Context: an optimization exercise on an open-source flow, tuned for small area, a short achievable clock period and few clock cycles. The choices shown serve that exercise and are no tape-out recipe.
At most, simulation tests tie the RTL to the original design; equivalence was not proved.
The RTL of run 2 was laid out without a check of its function.
Power is estimated from default activity; no workload was simulated.

## flow/config.mk

```make
export PLATFORM = sky130hd
export DESIGN_NAME = single_cycle_risc
export DESIGN_NICKNAME = single_cycle_risc
export VERILOG_FILES = /design/flow/design.v
export SDC_FILE = /design/flow/constraint.sdc
export NUM_CORES = 8
export LEC_CHECK = 0
export CAP_MARGIN = 30
export CELL_PAD_IN_SITES_DETAIL_PLACEMENT = 1
export CELL_PAD_IN_SITES_GLOBAL_PLACEMENT = 2
export CORE_MARGIN = 2
export CORE_UTILIZATION = 40
export PLACE_DENSITY = 0.5
export SLEW_MARGIN = 30
export SYNTH_HIERARCHICAL = 1
```

## flow/constraint.sdc

```tcl
create_clock -name core_clock -period 25.0 [get_ports {clk}]
set_input_delay 5.0000 -clock core_clock [delete_from_list [all_inputs] [get_ports {clk}]]
set_output_delay 5.0000 -clock core_clock [all_outputs]
set_load 0.01 [all_outputs]
```

## flow/design.v

```verilog
module add13 (
  input  [12:0] a,
  input  [12:0] b,
  output [13:0] s
);
  assign s = {1'b0, a} + {1'b0, b};
endmodule
module add21 (
  input  [20:0] a,
  input  [20:0] b,
  output [21:0] s
);
  assign s = {1'b0, a} + {1'b0, b};
endmodule
module add5 (
  input  [4:0] a,
  input  [4:0] b,
  output [4:0] s
);
  assign s = a + b;
endmodule
module mux2c (
  input  s, a1, a0,
  output y
);
  assign y = s ? a1 : a0;
endmodule
module aoi222 (
  input  a0, b0, a1, b1, a2, b2,
  output y
);
  assign y = ~((a0 & b0) | (a1 & b1) | (a2 & b2));
endmodule
module aoi22 (
  input  a0, b0, a1, b1,
  output y
);
  assign y = ~((a0 & b0) | (a1 & b1));
endmodule
module nand4x (
  input  a, b, c, d,
  output y
);
  assign y = ~(a & b & c & d);
endmodule
module nand3x (
  input  a, b, c,
  output y
);
  assign y = ~(a & b & c);
endmodule
module sel33 (
  input  [32:0] s,
  input  [32:0] d,
  output        y
);
  wire [10:0] n;
  genvar g;
  generate
    for (g = 0; g < 11; g = g + 1) begin : grp
      aoi222 u (.a0(s[3*g]), .b0(d[3*g]), .a1(s[3*g+1]), .b1(d[3*g+1]),
                .a2(s[3*g+2]), .b2(d[3*g+2]), .y(n[g]));
    end
  endgenerate
  wire o0, o1, o2;
  nand4x q0 (.a(n[0]), .b(n[1]), .c(n[2]),  .d(n[3]), .y(o0));
  nand4x q1 (.a(n[4]), .b(n[5]), .c(n[6]),  .d(n[7]), .y(o1));
  nand3x q2 (.a(n[8]), .b(n[9]), .c(n[10]), .y(o2));
  assign y = o0 | o1 | o2;
endmodule
module nand2x (
  input  a, b,
  output y
);
  assign y = ~(a & b);
endmodule
module sel34 (
  input  [33:0] s,
  input  [33:0] d,
  output        yn
);
  wire [11:0] n;
  genvar g;
  generate
    for (g = 0; g < 11; g = g + 1) begin : grp
      aoi222 u (.a0(s[3*g]), .b0(d[3*g]), .a1(s[3*g+1]), .b1(d[3*g+1]),
                .a2(s[3*g+2]), .b2(d[3*g+2]), .y(n[g]));
    end
  endgenerate
  nand2x u11 (.a(s[33]), .b(d[33]), .y(n[11]));
  wire o0, o1, o2;
  nand4x q0 (.a(n[0]), .b(n[1]), .c(n[2]),  .d(n[3]),  .y(o0));
  nand4x q1 (.a(n[4]), .b(n[5]), .c(n[6]),  .d(n[7]),  .y(o1));
  nand4x q2 (.a(n[8]), .b(n[9]), .c(n[10]), .d(n[11]), .y(o2));
  assign yn = ~(o0 | o1 | o2);
endmodule
module sel32 (
  input  [31:0] s,
  input  [31:0] d,
  output        y
);
  wire [10:0] n;
  genvar g;
  generate
    for (g = 0; g < 10; g = g + 1) begin : grp
      aoi222 u (.a0(s[3*g]), .b0(d[3*g]), .a1(s[3*g+1]), .b1(d[3*g+1]),
                .a2(s[3*g+2]), .b2(d[3*g+2]), .y(n[g]));
    end
  endgenerate
  aoi22 u10 (.a0(s[30]), .b0(d[30]), .a1(s[31]), .b1(d[31]), .y(n[10]));
  wire o0, o1, o2;
  nand4x q0 (.a(n[0]), .b(n[1]), .c(n[2]),  .d(n[3]), .y(o0));
  nand4x q1 (.a(n[4]), .b(n[5]), .c(n[6]),  .d(n[7]), .y(o1));
  nand3x q2 (.a(n[8]), .b(n[9]), .c(n[10]), .y(o2));
  assign y = o0 | o1 | o2;
endmodule
module sel8 (
  input  [7:0] s,
  input  [7:0] d,
  output       y
);
  wire [2:0] n;
  aoi222 u0 (.a0(s[0]), .b0(d[0]), .a1(s[1]), .b1(d[1]), .a2(s[2]), .b2(d[2]), .y(n[0]));
  aoi222 u1 (.a0(s[3]), .b0(d[3]), .a1(s[4]), .b1(d[4]), .a2(s[5]), .b2(d[5]), .y(n[1]));
  aoi22  u2 (.a0(s[6]), .b0(d[6]), .a1(s[7]), .b1(d[7]), .y(n[2]));
  nand3x q (.a(n[0]), .b(n[1]), .c(n[2]), .y(y));
endmodule
module nor3x (
  input  a, b, c,
  output y
);
  assign y = ~(a | b | c);
endmodule
module sel32n (
  input  [31:0] s,
  input  [31:0] d,
  output        yn
);
  wire [10:0] n;
  genvar g;
  generate
    for (g = 0; g < 10; g = g + 1) begin : grp
      aoi222 u (.a0(s[3*g]), .b0(d[3*g]), .a1(s[3*g+1]), .b1(d[3*g+1]),
                .a2(s[3*g+2]), .b2(d[3*g+2]), .y(n[g]));
    end
  endgenerate
  aoi22 u10 (.a0(s[30]), .b0(d[30]), .a1(s[31]), .b1(d[31]), .y(n[10]));
  wire o0, o1, o2;
  nand4x q0 (.a(n[0]), .b(n[1]), .c(n[2]),  .d(n[3]), .y(o0));
  nand4x q1 (.a(n[4]), .b(n[5]), .c(n[6]),  .d(n[7]), .y(o1));
  nand3x q2 (.a(n[8]), .b(n[9]), .c(n[10]), .y(o2));
  nor3x  q3 (.a(o0), .b(o1), .c(o2), .y(yn));
endmodule
module single_cycle_risc (
  input         clk,
  input         rst,
  output [31:0] imem_addr,
  input  [31:0] imem_data,
  output        wb_valid,
  output [4:0]  wb_rd,
  output [31:0] wb_data
);
reg [31:0] pc_f;
reg        v_x;          
reg [31:0] a_rn, b_rn;   
reg [31:0] imm_r;        
reg [31:0] alt_r;        
reg [4:0]  rd_x;
reg [2:0]  f3_x;         
reg [2:0]  op_x;         
reg        x_load, x_store, x_branch, x_jalr, x_link, x_wr, x_sub, x_sra, x_pt;
reg        x_use2, x_lui, x_auipc;
reg        wb_valid_r;   
reg [4:0]  wb_rd_r;
reg [31:0] wb_data_r;
assign imem_addr = pc_f;
assign wb_valid  = wb_valid_r;
assign wb_rd     = wb_rd_r;
assign wb_data   = wb_data_r;
wire [31:0] ins = imem_data;
wire [4:0]  f_op  = ins[6:2];
wire [2:0]  f_f3  = ins[14:12];
wire [4:0]  f_rd  = ins[11:7];
wire [4:0]  f_rs1 = ins[19:15];
wire [4:0]  f_rs2 = ins[24:20];
wire f_load   = ~ins[5] & ~ins[4];
wire f_store  = ~ins[6] & ins[5] & ~ins[4];
wire f_branch = ins[6] & ~ins[2];
wire f_jalr   = ins[6] & ~ins[3] & ins[2];
wire f_jal    = ins[6] & ins[3];
wire f_opr    = ~ins[6] & ins[5] & ins[4] & ~ins[2];
wire f_auipc  = ~ins[5] & ins[4] & ins[2];
wire f_lui    = ~ins[6] & ins[5] & ins[4] & ins[2];
wire f_arith  = ~ins[6] & ins[4] & ~ins[2];        
wire f_uimm   = ~ins[6] & ins[4] & ins[2];         
wire f_use2   = ins[5] & ~ins[2];                  
wire        f_immu = ins[4] & ins[2];                
wire        f_imms = ~ins[6] & ins[5] & ~ins[4];     
wire [19:0] f_uhi  = ins[31:12] - {19'b0, ~ins[5]};  
wire [31:0] f_imm  = {f_immu ? f_uhi : {20{ins[31]}},
                      f_immu ? {7{~ins[5]}} : ins[31:25],
                      f_immu ? {{3{~ins[5]}}, 2'b0} : (f_imms ? ins[11:7] : ins[24:20])};
reg [1023:32] rf;
wire [31:0] wdec = {31'b0, wb_valid_r} << wb_rd_r;    
wire        byp1 = wb_valid_r & (wb_rd_r == f_rs1);
wire        byp2 = wb_valid_r & (wb_rd_r == f_rs2);
wire [31:0] s1, s2;
wire [7:0]  lo1n, lo2n;
wire [3:0]  hi1n, hi2n;
genvar r;
generate
  for (r = 0; r < 8; r = r + 1) begin : g_lo
    nand3x u1 (.a(f_rs1[0] == r[0]), .b(f_rs1[1] == r[1]), .c(f_rs1[2] == r[2]), .y(lo1n[r]));
    nand3x u2 (.a(f_rs2[0] == r[0]), .b(f_rs2[1] == r[1]), .c(f_rs2[2] == r[2]), .y(lo2n[r]));
  end
  for (r = 0; r < 4; r = r + 1) begin : g_hi
    nand2x u1 (.a(f_rs1[3] == r[0]), .b(f_rs1[4] == r[1]), .y(hi1n[r]));
    nand2x u2 (.a(f_rs2[3] == r[0]), .b(f_rs2[4] == r[1]), .y(hi2n[r]));
  end
  for (r = 1; r < 32; r = r + 1) begin : g_sel
    nor3x u1 (.a(lo1n[r%8]), .b(hi1n[r/8]), .c(wdec[r]), .y(s1[r]));
    nor3x u2 (.a(lo2n[r%8]), .b(hi2n[r/8]), .c(wdec[r]), .y(s2[r]));
  end
endgenerate
assign s1[0] = byp1;
assign s2[0] = byp2;
wire [31:0] f_an, f_bn;    
generate
  for (r = 0; r < 32; r = r + 1) begin : g_rd
    wire [31:0] d = {rf[32*31+r], rf[32*30+r], rf[32*29+r], rf[32*28+r],
                     rf[32*27+r], rf[32*26+r], rf[32*25+r], rf[32*24+r], rf[32*23+r],
                     rf[32*22+r], rf[32*21+r], rf[32*20+r], rf[32*19+r], rf[32*18+r],
                     rf[32*17+r], rf[32*16+r], rf[32*15+r], rf[32*14+r], rf[32*13+r],
                     rf[32*12+r], rf[32*11+r], rf[32*10+r], rf[32*9+r],  rf[32*8+r],
                     rf[32*7+r],  rf[32*6+r],  rf[32*5+r],  rf[32*4+r],  rf[32*3+r],
                     rf[32*2+r],  rf[32*1+r],  wb_data_r[r]};
    sel32n u1 (.s(s1), .d(d), .yn(f_an[r]));
    sel32n u2 (.s(s2), .d(d), .yn(f_bn[r]));
  end
endgenerate
wire [31:0] f_immb = {{19{ins[31]}}, ins[31], ins[7], ins[30:25], ins[11:8], 1'b0};
wire [31:0] f_immj = {{11{ins[31]}}, ins[31], ins[19:12], ins[20], ins[30:21], 1'b0};
wire [31:0] pc_seq = pc_f + 32'd4;
wire [20:0] f_off = f_jal ? f_immj[20:0] : f_immb[20:0];
wire [21:0] t_lo;
add21 u_t (.a(pc_f[20:0]), .b(f_off), .s(t_lo));
wire [10:0] pj    = pc_f[31:21];
wire [10:0] pj_p1 = pj + 11'd1;
wire [10:0] pj_m1 = pj - 11'd1;
wire [10:0] hj1 = ins[31] ? pj : pj_p1;
wire [10:0] hj0 = ins[31] ? pj_m1 : pj;
wire [31:0] f_tgt;
assign f_tgt[20:0] = t_lo[20:0];
genvar t;
generate
  for (t = 21; t < 32; t = t + 1) begin : g_t
    mux2c u (.s(t_lo[21]), .a1(hj1[t-21]), .a0(hj0[t-21]), .y(f_tgt[t]));
  end
endgenerate
wire        f_pt = f_jal | (f_branch & ins[31]);    
wire [31:0] rv1 = ~a_rn;
wire [31:0] rv2 = ~b_rn;
wire [31:0] opa = x_lui ? 32'b0 : (x_auipc ? alt_r : rv1);
wire [31:0] opb = x_use2 ? rv2 : imm_r;
wire [32:0] sum = {1'b0, opa} + {1'b0, opb ^ {32{x_sub}}} + {32'b0, x_sub};
wire        ltu = ~sum[32];
wire        lts = (opa[31] ^ opb[31]) ? opa[31] : sum[31];
wire        eq  = (rv1 == rv2);
wire        sh_left = ~op_x[2];
wire [31:0] sh_in;
wire [31:0] sh_out;
genvar g;
generate
  for (g = 0; g < 32; g = g + 1) begin : g_rev
    assign sh_in[g] = sh_left ? rv1[31-g] : rv1[g];
  end
endgenerate
wire [31:0] sh_r = $signed({x_sra & rv1[31], sh_in}) >>> opb[4:0];
generate
  for (g = 0; g < 32; g = g + 1) begin : g_rev2
    assign sh_out[g] = sh_left ? sh_r[31-g] : sh_r[g];
  end
endgenerate
reg [31:0] alu;
always @* begin
  case (op_x)
    3'b000: alu = sum[31:0];
    3'b001: alu = sh_out;
    3'b010: alu = {31'b0, lts};
    3'b011: alu = {31'b0, ltu};
    3'b100: alu = rv1 ^ opb;
    3'b101: alu = sh_out;
    3'b110: alu = rv1 | opb;
    default: alu = rv1 & opb;
  endcase
end
reg  [255:0] dm;
wire [4:0]  addr;
add5 u_aa (.a(rv1[4:0]), .b(imm_r[4:0]), .s(addr));
wire [2:0]  aw   = addr[4:2];
wire [1:0]  ao   = addr[1:0];
wire [7:0] ws0 = 8'b1 << aw;
wire [7:0] ws1 = {ws0[6:0], ws0[7]};
wire [7:0] lane_s [0:3];
wire [2:0] ao_le = {ao <= 2'd2, ao <= 2'd1, ao == 2'd0};
generate
  for (r = 0; r < 24; r = r + 1) begin : g_ls
    mux2c u (.s(ao_le[r/8]), .a1(ws0[r%8]), .a0(ws1[r%8]), .y(lane_s[r/8][r%8]));
  end
endgenerate
assign lane_s[3] = ws0;
wire [7:0] lane_r [0:3];
generate
  for (r = 0; r < 32; r = r + 1) begin : g_dm
    wire [7:0] wd = {dm[8*(28+r/8)+r%8], dm[8*(24+r/8)+r%8], dm[8*(20+r/8)+r%8], dm[8*(16+r/8)+r%8],
                     dm[8*(12+r/8)+r%8], dm[8*(8+r/8)+r%8],  dm[8*(4+r/8)+r%8],  dm[8*(r/8)+r%8]};
    sel8 u (.s(lane_s[r/8]), .d(wd), .y(lane_r[r/8][r%8]));
  end
endgenerate
wire [31:0] lanes = {lane_r[3], lane_r[2], lane_r[1], lane_r[0]};
reg  [31:0] mrd;    
always @* begin
  case (ao)
    2'd0: mrd = lanes;
    2'd1: mrd = {lanes[7:0],  lanes[31:8]};
    2'd2: mrd = {lanes[15:0], lanes[31:16]};
    default: mrd = {lanes[23:0], lanes[31:24]};
  endcase
end
wire        ld_sign = ~f3_x[2] & (f3_x[0] ? mrd[15] : mrd[7]);
wire [31:0] ld_val = {f3_x[1] ? mrd[31:16] : {16{ld_sign}},
                      (f3_x[1] | f3_x[0]) ? mrd[15:8] : {8{ld_sign}},
                      mrd[7:0]};
reg [31:0] st_data;
always @* begin
  case (ao)
    2'd0: st_data = rv2;
    2'd1: st_data = {rv2[23:0], rv2[31:24]};
    2'd2: st_data = {rv2[15:0], rv2[31:16]};
    default: st_data = {rv2[7:0], rv2[31:8]};
  endcase
end
wire [3:0] nb_mask = f3_x[1] ? 4'b1111 : (f3_x[0] ? 4'b0011 : 4'b0001);
wire [7:0] en_rot  = {nb_mask, nb_mask} << ao;
wire [3:0] lane_en = en_rot[7:4];
wire       st_en   = v_x & x_store;
integer sw, sj;
always @(posedge clk) begin
  for (sw = 0; sw < 8; sw = sw + 1)
    for (sj = 0; sj < 4; sj = sj + 1)
      if (st_en & lane_en[sj] & lane_s[sj][sw])
        dm[8*(sw*4+sj) +: 8] <= st_data[sj*8 +: 8];
end
wire        taken    = f3_x[2] ? ((f3_x[1] ? ltu : lts) ^ f3_x[0]) : (eq ^ f3_x[0]);
wire        redirect = v_x & (x_jalr | (x_branch & (taken ^ x_pt)));
wire [31:0] npc      = x_jalr ? {sum[31:1], 1'b0} : alt_r;
wire        rf_we    = v_x & x_wr;
wire        sel_npc = redirect;
wire        sel_t   = ~redirect & f_pt;
wire        sel_seq = ~redirect & ~f_pt;
wire [31:0] pc_next = ({32{sel_npc}} & npc) | ({32{sel_t}} & f_tgt) |
                      ({32{sel_seq}} & pc_seq);
wire [31:0] result = x_load ? ld_val : (x_link ? alt_r : alu);
always @(posedge clk) begin
  if (rst) begin
    pc_f       <= 32'b0;
    v_x        <= 1'b0;
    wb_valid_r <= 1'b0;
  end else begin
    pc_f       <= pc_next;
    v_x        <= ~redirect;
    wb_valid_r <= rf_we;
  end
  a_rn     <= (rf_we & (rd_x == f_rs1)) ? ~result : f_an;
  b_rn     <= (rf_we & (rd_x == f_rs2)) ? ~result : f_bn;
  imm_r    <= f_imm;
  alt_r    <= ({32{f_branch & ~ins[31]}} & f_tgt) | ({32{~(f_branch & ~ins[31])}} & pc_seq);
  rd_x     <= f_rd;
  f3_x     <= f_f3;
  op_x     <= f_arith ? f_f3 : 3'b000;
  x_load   <= f_load;
  x_store  <= f_store;
  x_branch <= f_branch;
  x_jalr   <= f_jalr;
  x_link   <= f_jal | f_jalr;
  x_wr     <= ~f_store & ~f_branch & (f_rd != 5'd0);
  x_sub    <= f_branch | (f_opr & ins[30] & (f_f3 == 3'b000)) | (f_arith & (f_f3[2:1] == 2'b01));
  x_sra    <= f_arith & ins[30] & (f_f3 == 3'b101);
  x_pt     <= f_branch & ins[31];
  x_use2   <= f_use2;
  x_lui    <= f_lui;
  x_auipc  <= f_auipc;
  wb_rd_r   <= rd_x;
  wb_data_r <= result;
end
integer wk;
always @(posedge clk) begin
  for (wk = 1; wk < 32; wk = wk + 1)
    if (wb_valid_r & (wb_rd_r == wk))
      rf[32*wk +: 32] <= wb_data_r;
end
endmodule
```

## flow/flow/run.sh

```bash
#!/bin/bash
# Layout: the standard ORFS flow (standard.sh), with
#  - timing repair aimed well below the design's clock period (a setup-slack
#    margin), so that the period the layout achieves gets optimised;
#  - port buffers of a stronger cell than the default delay buffer;
set -euo pipefail
CTS="-sink_clustering_enable -repair_clock_nets -sink_clustering_size 26 -sink_clustering_max_diameter 100 -dont_use_dummy_load -buf_list {sky130_fd_sc_hd__clkbuf_8 sky130_fd_sc_hd__clkbuf_16}"
bash standard.sh SETUP_SLACK_MARGIN=${MARGIN:-18.5} TNS_END_PERCENT=${TNS:-20} \
  "BUFFER_PORTS_ARGS=-buffer_cell sky130_fd_sc_hd__buf_4" "CTS_ARGS=$CTS" finish > standard_flow.log 2>&1
```

## flow/standard.sh

```bash
#!/bin/bash
# synth_recipe.tcl (not shown) runs the flow's synth.tcl, then flattens the netlist and writes it again
# the make line also repeats each setting of config.mk as NAME=value (left out here)
make -C /OpenROAD-flow-scripts/flow DESIGN_CONFIG=/design/flow/config.mk WORK_HOME=/design/flow/orfs CLKGATE_MAP_FILE= SYNTH_SCRIPT=/design/flow/synth_recipe.tcl "${@:-finish}"
```

==> summary.txt, run 1 <==
outcome - no timing/DRC/antenna violations
most frequent cells in the layout - 1248 x edfxtp_1, 704 x a222oi_1, 322 x buf_4, 288 x nor2_1, 240 x a21oi_1
Initial Util - 40.2%
final wirelength - 317000 um
Yosys warnings - 7
num rows - 154
Comb power frac - 33.4%
Post-Place Cells - 7723
vias post-DR - 55006
Post-Layout Inst Area - 0.0796 sq mm
Syn Inst Count - 5300
grt total ovfl - 0
Final Util - 45.2%
final worst clock skew - 117 ps
Initial DRC Count - 8890
Clock power frac - 19.5%
Worst-Skew Late Latency - 760 ps
DRC viols - 0
Final Power - 6.63 mW
I/O pin count - 104
Seq/Total Area, Yosys - 59.3%
share of total power in sequential cells - 47.1%
Routed WL per cell - 40.2 um
CTS tree - yes
Avg Inst Size Synth - 13.3 sq um
Worst EP required - 25640 ps
crit-path max FO - 32
cell area after synthesis - 0.0707 sq mm
PnR worst setup slack - 17820 ps
share of layout cells above drive strength 1 - 19.4%
Pleak - 26.5 nW
hold buffers post-CTS - 0
Max Cap Viol - 0
clock sink total - 1470
worst hold margin - 400 ps
final period utilization - 28.7%
Crit path largest cell delay - 530 ps
area fraction of the dominant cell type after synthesis - 53.0%
Worst-path clk slew - 110 ps
pre-CTS setup slack - 15900 ps
CP max stage cell - a222oi_1
Final TNS setup - 0 ps
Max Freq - 139 MHz
initial antenna violation count - 16
RSZ-0062 raised after global routing - yes
TritonRoute pass-1 iters - 9
critical path class - primary input to register
number of flops mapped to enable cells by yosys - 1248
Slew @ Worst Pin - 1060 ps
largest net degree at the start of global routing - 70
endpoints failing setup - 0
Sw Ratio - 36.5%
internal power - 4.21 mW
Global Route Usage Sum - 34.2%
first-pass GRT wire length - 435000 um
final critical-path required period - 7180 ps
core area - 0.176 sq mm
sw power - 2.42 mW
Crit path max-delay family - simple AND/OR/NAND/NOR gates
Startpoint Class - primary input
CP arrival - 7820 ps
final max-slew violation count - 0
top cells by area, synth - edfxtp_1 53%, a222oi_1 10%, dfxtp_1 6.3%, mux4_2 2.3%, ha_1 2.2%
Die W - 424 um
final std cells w/o fill - 7885
Critical Path End Type - register
Worst VDD drop - 0.0505 mV
Final Hold Fails - 0
IO buf count - 101
Pwr Density - 83.3 mW/mm^2
Synth cell types - 96
dpl cell area - 0.0757 sq mm
number of CTS-inserted buffers - 72
flop-to-flop setup slack - 18270 ps
fraction of registers with async set/reset - 0%
NumNets Final - 5707
clk root buf - clkbuf_16
Final HPWL DP - 208000 um
#FFs+latches synth - 1470
area leader, netlist - edfxtp_1
Routed Antenna Nets - 0
vias in the first global route - 54102
vias per cell - 6.98
clock buffer depth - 3
H-tree Lvls - 3
Area Growth Syn to Fin - 12.5%
Post-synth top flop - edfxtp_1
most common cell after layout, fill and taps aside - edfxtp_1
CP bufs+invs - 5
die area - 0.180 sq mm
global placement routability congestion - 0.949
Max-slew headroom - 29.4%
min-delay worst type - register to register
worst-path cell chain - buf_12 > clkinvlp_4 > buf_4 > buf_4 > nand3_4 > nor3_4 > buf_6 > a222oi_1 > nand4_1 > nor3_4 > nand2_1 > o21ai_0
chip height - 424 um
syn_nets - 5462
==> repair_timing <==
action / CTS / global route
resized for setup: 197 / 80
buffers inserted: 66 / 14
gates cloned: 7 / 1
pin swaps: 79 / 64
setup endpoints to repair: 182 / 192
==> per-layer routing <==
layer,up-vias,GRT usage (%),part of all wire (%)
met5,-,0,0.026
met4,10,13.6,4.5
met3,560,5.19,8.8
met2,2893,55.9,47
met1,28810,45.7,39
li1,22733,-,-
==> Yosys stat by module, one instance, submodules excluded, a selection <==
| module | cell area, sq um | times used |
|---|---|---|
| add21 | 1200 | 1 |
| add5 | 155 | 1 |
| aoi22 | 12.5 | 96 |
| aoi222 | 10.0 | 704 |
| mux2c | 15.0 | 35 |
| nand2x | 3.75 | 8 |
| nand3x | 5.00 | 112 |
| nand4x | 6.26 | 128 |
| nor3x | 10.0 | 126 |
| single_cycle_risc | 57900 | 1 |
==> power groups by stage <==
stage               combinational [mW]  sequential (mW)  clock [mW]
floorplan                         1.09             3.22           0
global placement                  2.09             3.17           0
detailed placement                2.12             3.18           0
CTS                               2.17             3.12        1.31
global route                      2.33             3.13        1.39
finish                            2.22             3.12        1.29
==> synthesized netlist by cell type (all sizes together) (18+ instances only) <==
library cell / count
nand3: 176
dfxtp: 222
nor2: 337
a22oi: 97
nand4: 153
clkbuf: 144
inv: 202
a21oi: 255
mux4: 71
nor3: 171
xnor2: 112
o21ai: 158
mux2i: 96
mux2: 106
a21o: 51
nand2: 219
o211ai: 32
a211oi: 57
a31oi: 36
ha: 125
nand2b: 25
or3: 19
edfxtp: 1248
and2: 56
o31ai: 21
a222oi: 704
nor4: 18
xor2: 80
buf: 84
==> flip-flops by register name, indices dropped and copies added (netlist names), 3 cells and up <==
register / cells
a_rn: 32
rd_x: 5
pc_f: 32
f3_x: 3
op_x: 3
wb_data_r: 32
rf: 992
dm: 256
wb_rd_r: 5
imm_r: 32
b_rn: 32
alt_r: 32
==> layout make-up <==
class | count | area [sq um]
multi-input combinational | 3393 | 28500
sequential | 1470 | 41900
fill | 17645 | 96400
inverter | 207 | 813
tap | 2340 | 2930
clock buffer | 72 | 1800
timing repair buffer | 401 | 3640
antenna | 2 | 5.00
==> path summary, 6_finish.rpt <==
path,from,endpoint,depth (start not counted)
worst min-delay path,rd_x[0]$_DFF_P_,wb_rd_r[0]$_DFF_P_,0
worst max register to register,x_use2$_DFF_P_,pc_f[22]$_SDFF_PP0_,19
worst max-delay path,imem_data[22],b_rn[1]$_DFF_P_,12
worst min register to register,rd_x[0]$_DFF_P_,wb_rd_r[0]$_DFF_P_,0
==> kinds of logic (layout without fill, tap and decap cells) <==
family / after synthesis / after routing / synth area share [%]
AO/OA/AOI/OAI: 1554 / 1554 / 18.5
AND/OR/NAND/NOR: 1244 / 1245 / 9.41
buffers and inverters: 438 / 680 / 2.66
adder cells (fa/ha/maj): 128 / 128 / 2.30
XOR/XNOR: 192 / 192 / 2.38
other: 1 / 3 / 0.00530
multiplexers: 273 / 273 / 5.50
flip-flops: 1470 / 1470 / 59.3
Testbench counts, summed over its fixed seeds: cycles 32,822.
==> inputs of run 2 (changes only) <==
--- a/flow/design.v
+++ b/flow/design.v
@@ -204,7 +204,7 @@
 wire [31:0] wdec = {31'b0, wb_valid_r} << wb_rd_r;    
 wire        byp1 = wb_valid_r & (wb_rd_r == f_rs1);
 wire        byp2 = wb_valid_r & (wb_rd_r == f_rs2);
-wire [31:0] s1, s2;
+wire [31:0] s1, s2, s1h, s2h;
 wire [7:0]  lo1n, lo2n;
 wire [3:0]  hi1n, hi2n;
 genvar r;
@@ -220,10 +220,14 @@
   for (r = 1; r < 32; r = r + 1) begin : g_sel
     nor3x u1 (.a(lo1n[r%8]), .b(hi1n[r/8]), .c(wdec[r]), .y(s1[r]));
     nor3x u2 (.a(lo2n[r%8]), .b(hi2n[r/8]), .c(wdec[r]), .y(s2[r]));
+    nor3x u3 (.a(lo1n[r%8]), .b(hi1n[r/8]), .c(wdec[r]), .y(s1h[r]));
+    nor3x u4 (.a(lo2n[r%8]), .b(hi2n[r/8]), .c(wdec[r]), .y(s2h[r]));
   end
 endgenerate
 assign s1[0] = byp1;
 assign s2[0] = byp2;
+assign s1h[0] = byp1;
+assign s2h[0] = byp2;
 wire [31:0] f_an, f_bn;    
 generate
   for (r = 0; r < 32; r = r + 1) begin : g_rd
@@ -234,8 +238,8 @@
                      rf[32*12+r], rf[32*11+r], rf[32*10+r], rf[32*9+r],  rf[32*8+r],
                      rf[32*7+r],  rf[32*6+r],  rf[32*5+r],  rf[32*4+r],  rf[32*3+r],
                      rf[32*2+r],  rf[32*1+r],  wb_data_r[r]};
-    sel32n u1 (.s(s1), .d(d), .yn(f_an[r]));
-    sel32n u2 (.s(s2), .d(d), .yn(f_bn[r]));
+    sel32n u1 (.s(r < 16 ? s1 : s1h), .d(d), .yn(f_an[r]));
+    sel32n u2 (.s(r < 16 ? s2 : s2h), .d(d), .yn(f_bn[r]));
   end
 endgenerate
 wire [31:0] f_immb = {{19{ins[31]}}, ins[31], ins[7], ins[30:25], ins[11:8], 1'b0};
--- a/flow/flow/run.sh
+++ b/flow/flow/run.sh
@@ -5,5 +5,5 @@
 #  - port buffers of a stronger cell than the default delay buffer;
 set -euo pipefail
 CTS="-sink_clustering_enable -repair_clock_nets -sink_clustering_size 26 -sink_clustering_max_diameter 100 -dont_use_dummy_load -buf_list {sky130_fd_sc_hd__clkbuf_8 sky130_fd_sc_hd__clkbuf_16}"
-bash standard.sh SETUP_SLACK_MARGIN=${MARGIN:-18.5} TNS_END_PERCENT=${TNS:-20} \
+bash standard.sh SETUP_SLACK_MARGIN=${MARGIN:-18.5} TNS_END_PERCENT=${TNS:-0} \
   "BUFFER_PORTS_ARGS=-buffer_cell sky130_fd_sc_hd__buf_4" "CTS_ARGS=$CTS" finish > standard_flow.log 2>&1
==> run 2 against run 1 <==
  * Flip-flop and latch count stayed put
  * Global-route usage is 2.7 points lower
  * Final cell count is 0.80% higher
  * Highest routed layer is now met4
==> summary.txt, run 2 <==
worst hold margin - 413 ps
final std cells w/o fill - 7948
layout filler cell count - 17859
most common cell after layout, fill and taps aside - edfxtp_1
Worst EP required - 25640 ps
Initial DRC Count - 7929
final critical-path required period - 7230 ps
final period utilization - 28.9%
Startpoint Class - primary input
num rows - 154
clock sink total - 1470
critical path depth - 10
crit-path max FO - 16
Post-synth top flop - edfxtp_1
IO buf count - 101
hold buffers post-CTS - 0
Seq/Total Area, Yosys - 58.8%
fraction of registers with async set/reset - 0%
Avg Inst Size Synth - 13.3 sq um
global placement routability congestion - 0.950
Syn Inst Count - 5362
vias in the first global route - 53652
worst-path cell chain - buf_4 > inv_1 > nand3_2 > nor3_2 > buf_4 > a222oi_1 > nand4_1 > nor3_4 > nand2_1 > o31ai_1
cell area after synthesis - 0.0713 sq mm
Crit path largest cell delay - 460 ps
core area - 0.177 sq mm
DRC viols - 0
final max-slew violation count - 0
outcome - no timing/DRC/antenna violations
Pwr Density - 82.5 mW/mm^2
Worst-path clk slew - 110 ps
largest registers - rf: 992 flops, dm: 256 flops
pre-CTS setup slack - 16110 ps
area leader, netlist - edfxtp_1
Max Freq - 138 MHz
endpoints failing setup - 0
Pleak - 26.3 nW
Critical Path End Type - register
Routed Antenna Nets - 0
area fraction of the dominant cell type after synthesis - 52.5%
Die W - 426 um
top cells by count, synth - 1248 x edfxtp_1, 704 x a222oi_1, 336 x nor2_1
Worst VDD drop - 0.0519 mV
Critical Path Most Common Cell - buf_4
min-delay worst type - register to register
CP arrival - 7870 ps
Slew @ Worst Pin - 1060 ps
initial antenna violation count - 4
final worst clock skew - 116 ps
Final HPWL DP - 209000 um
die area - 0.182 sq mm
count leader, synth - edfxtp_1
CP bufs+invs - 3
RSZ-0062 raised after global routing - yes
Final Util - 44.8%
Final TNS setup - 0 ps
clock buffer depth - 3
Area Growth Syn to Fin - 11.0%
number of CTS-inserted buffers - 71
NumNets Final - 5771
final wirelength - 293000 um
Global Route Usage Sum - 31.5%
CTS tree - yes
Worst Reg-to-Reg Cells - 19
PnR worst setup slack - 17770 ps
Max Cap Viol - 0
most frequent cells in the layout - 1248 x edfxtp_1, 704 x a222oi_1, 381 x buf_4, 302 x nor2_1, 249 x a21oi_1
chip height - 426 um
Worst-Skew Late Latency - 720 ps
vias per cell - 6.78
clk root buf - clkbuf_16
Post-Place Cells - 7834
register name with the most flops - rf
vias post-DR - 53916
Synth cell types - 96
Max-slew headroom - 29.2%
TritonRoute pass-1 iters - 8
hold depth - 0
Initial Util - 40.4%
Final Hold Fails - 0
max FFs per register - 992
I/O pin count - 104
top cells by area, synth - edfxtp_1 53%, a222oi_1 9.9%, dfxtp_1 6.2%, nor3_2 2.6%, mux4_2 2.2%
syn_nets - 5524
Yosys warnings - 7
CP max stage cell - nand4_1
first-pass GRT wire length - 410000 um
largest net degree at the start of global routing - 65
grt total ovfl - 0
H-tree Lvls - 3
#FFs+latches synth - 1470
Routed WL per cell - 36.9 um
share of layout cells above drive strength 1 - 19.5%
number of flops mapped to enable cells by yosys - 1248
Crit path max-delay family - simple AND/OR/NAND/NOR gates
critical path class - primary input to register
## run 2: cell count changes in the layout (fill, tap and decap cells not counted), sizes merged
cell / change
nor3: +62
clkbuf: -2
clkinv: +1
inv: +1
buf: +5
clkinvlp: -2
diode: -1
bufbuf: -1
## run 2: final cells by class
cell class	instances	area, sq um	area share, %
Sequential cell	1470	41900	53.0
Clock buffer	71	1780	2.24
Timing Repair Buffer	404	3280	4.14
Antenna cell	1	2.50	0.00316
Inverter	207	797	1.01
Tap cell	2340	2930	3.70
Multi-Input combinational cell	3455	28500	36.0
## run 2: layer usage
metal  GRT usage [%]  routed length (um)  vias to the layer above
li1                -                   -                    22971
met1            41.4              121000                    28501
met2            54.0              144000                     2089
met3            4.18               18400                      355
met4            10.0               10400                        0
met5               0                   0                        -
## run 2: per-module statistics from Yosys (local to each module, per instance), a selection
module | copies in the design | cell area, sq um | cells | flip-flops and latches
single_cycle_risc | 1 | 57900 | 3921 | 1470
add21 | 1 | 1200 | 151 | 0
add5 | 1 | 155 | 19 | 0
mux2c | 35 | 15.0 | 1 | 0
aoi22 | 96 | 12.5 | 1 | 0
aoi222 | 704 | 10.0 | 1 | 0
nor3x | 188 | 10.0 | 1 | 0
nand4x | 128 | 6.26 | 1 | 0
nand3x | 112 | 5.00 | 1 | 0
nand2x | 8 | 3.75 | 1 | 0
## run 2: worst paths after layout
check	end	slack (ps)	startpoint
setup reg to reg	a_rn[26]$_DFF_P_	18150	a_rn[0]$_DFF_P_
setup / recovery	a_rn[29]$_DFF_P_	17770	imem_data[15]
hold reg to reg	wb_rd_r[1]$_DFF_P_	410	rd_x[1]$_DFF_P_
hold / removal	wb_rd_r[1]$_DFF_P_	410	rd_x[1]$_DFF_P_
## run 2: logic make-up (layout without fill, tap and decap cells)
group,after synthesis,in the layout,synth area share (%)
AO/OA/AOI/OAI,1554,1554,18.3
multiplexers,273,273,5.45
buffers and inverters,438,682,2.64
AND/OR/NAND/NOR,1306,1307,10.2
XOR/XNOR,192,192,2.36
flip-flops,1470,1470,58.8
other,1,2,0.00526
adder cells (fa/ha/maj),128,128,2.28
## run 2: per-stage QoR
stage | total power, mW | cell area (sq um)
after CTS | 6.54 | 79100
after global placement | 5.22 | 76300
after global routing | 6.77 | 79200
after floorplan | 4.32 | 71400
after detailed placement | 5.26 | 76400
final | 6.54 | 79200
## run 2: report_power, final
part | total [mW] | switching, mW | leakage (nW) | internal [mW]
Sequential | 3.12 | 0.117 | 13.2 | 3.00
Combinational | 2.14 | 1.46 | 12.3 | 0.680
Clock | 1.27 | 0.764 | 0.875 | 0.510
Total | 6.54 | 2.34 | 26.3 | 4.19
## run 2: worst register-to-register path: cells and delay by family, from the launching register on
kind	cells	cell delay (ps)
buffers and inverters	6	1790
AOI/OAI and AO/OA	5	1560
muxes	4	1490
and+or+nand+nor	2	1000
adders and majority gates	2	670
DFF	1	320
## run 2: timing repair
| item | in CTS | in global routing |
|---|---|---|
| endpoints found under the hold margin | 0 | 0 |
| pin swaps | 26 | 9 |
| gates resized for setup | 91 | 16 |
| gates cloned | 2 | 0 |
| endpoints found under the setup margin | 173 | 193 |
| buffers inserted | 38 | 2 |

re-timing with driven ports:
The flow's constraints put no driver on any port. The routed layouts listed below were extracted and timed again, unchanged, in two steps.
Step 1: set_driving_cell puts a clkbuf_16 on clk and a buf_2 on each other input, an assumption about the parent block.
Step 2 adds t to the input delays and takes it off the output delays; t is the mean of the earliest and latest rising clock arrival at the registers after step 1. Input paths then give back, and output paths get back, about the clock's delay inside the block.
Three values: ideal, step 1, step 2; two values: the first two.
run | t (ns) | setup slack, ns | slew at the worst register clock pin (ns) | worst data-port slew with drivers (ns)
run 1 | 0.789 | 17.821 / 17.846 / 17.056 | 0.11 / 0.11 | 0.08
run 2 | 0.775 | 17.768 / 17.814 / 17.039 | 0.11 / 0.11 | 0.08
After both steps setup and hold are still met in every run listed. For run 1, which loses most, drivers alone change the setup slack by +0.025 ns; drivers and shift together by -0.765 ns.
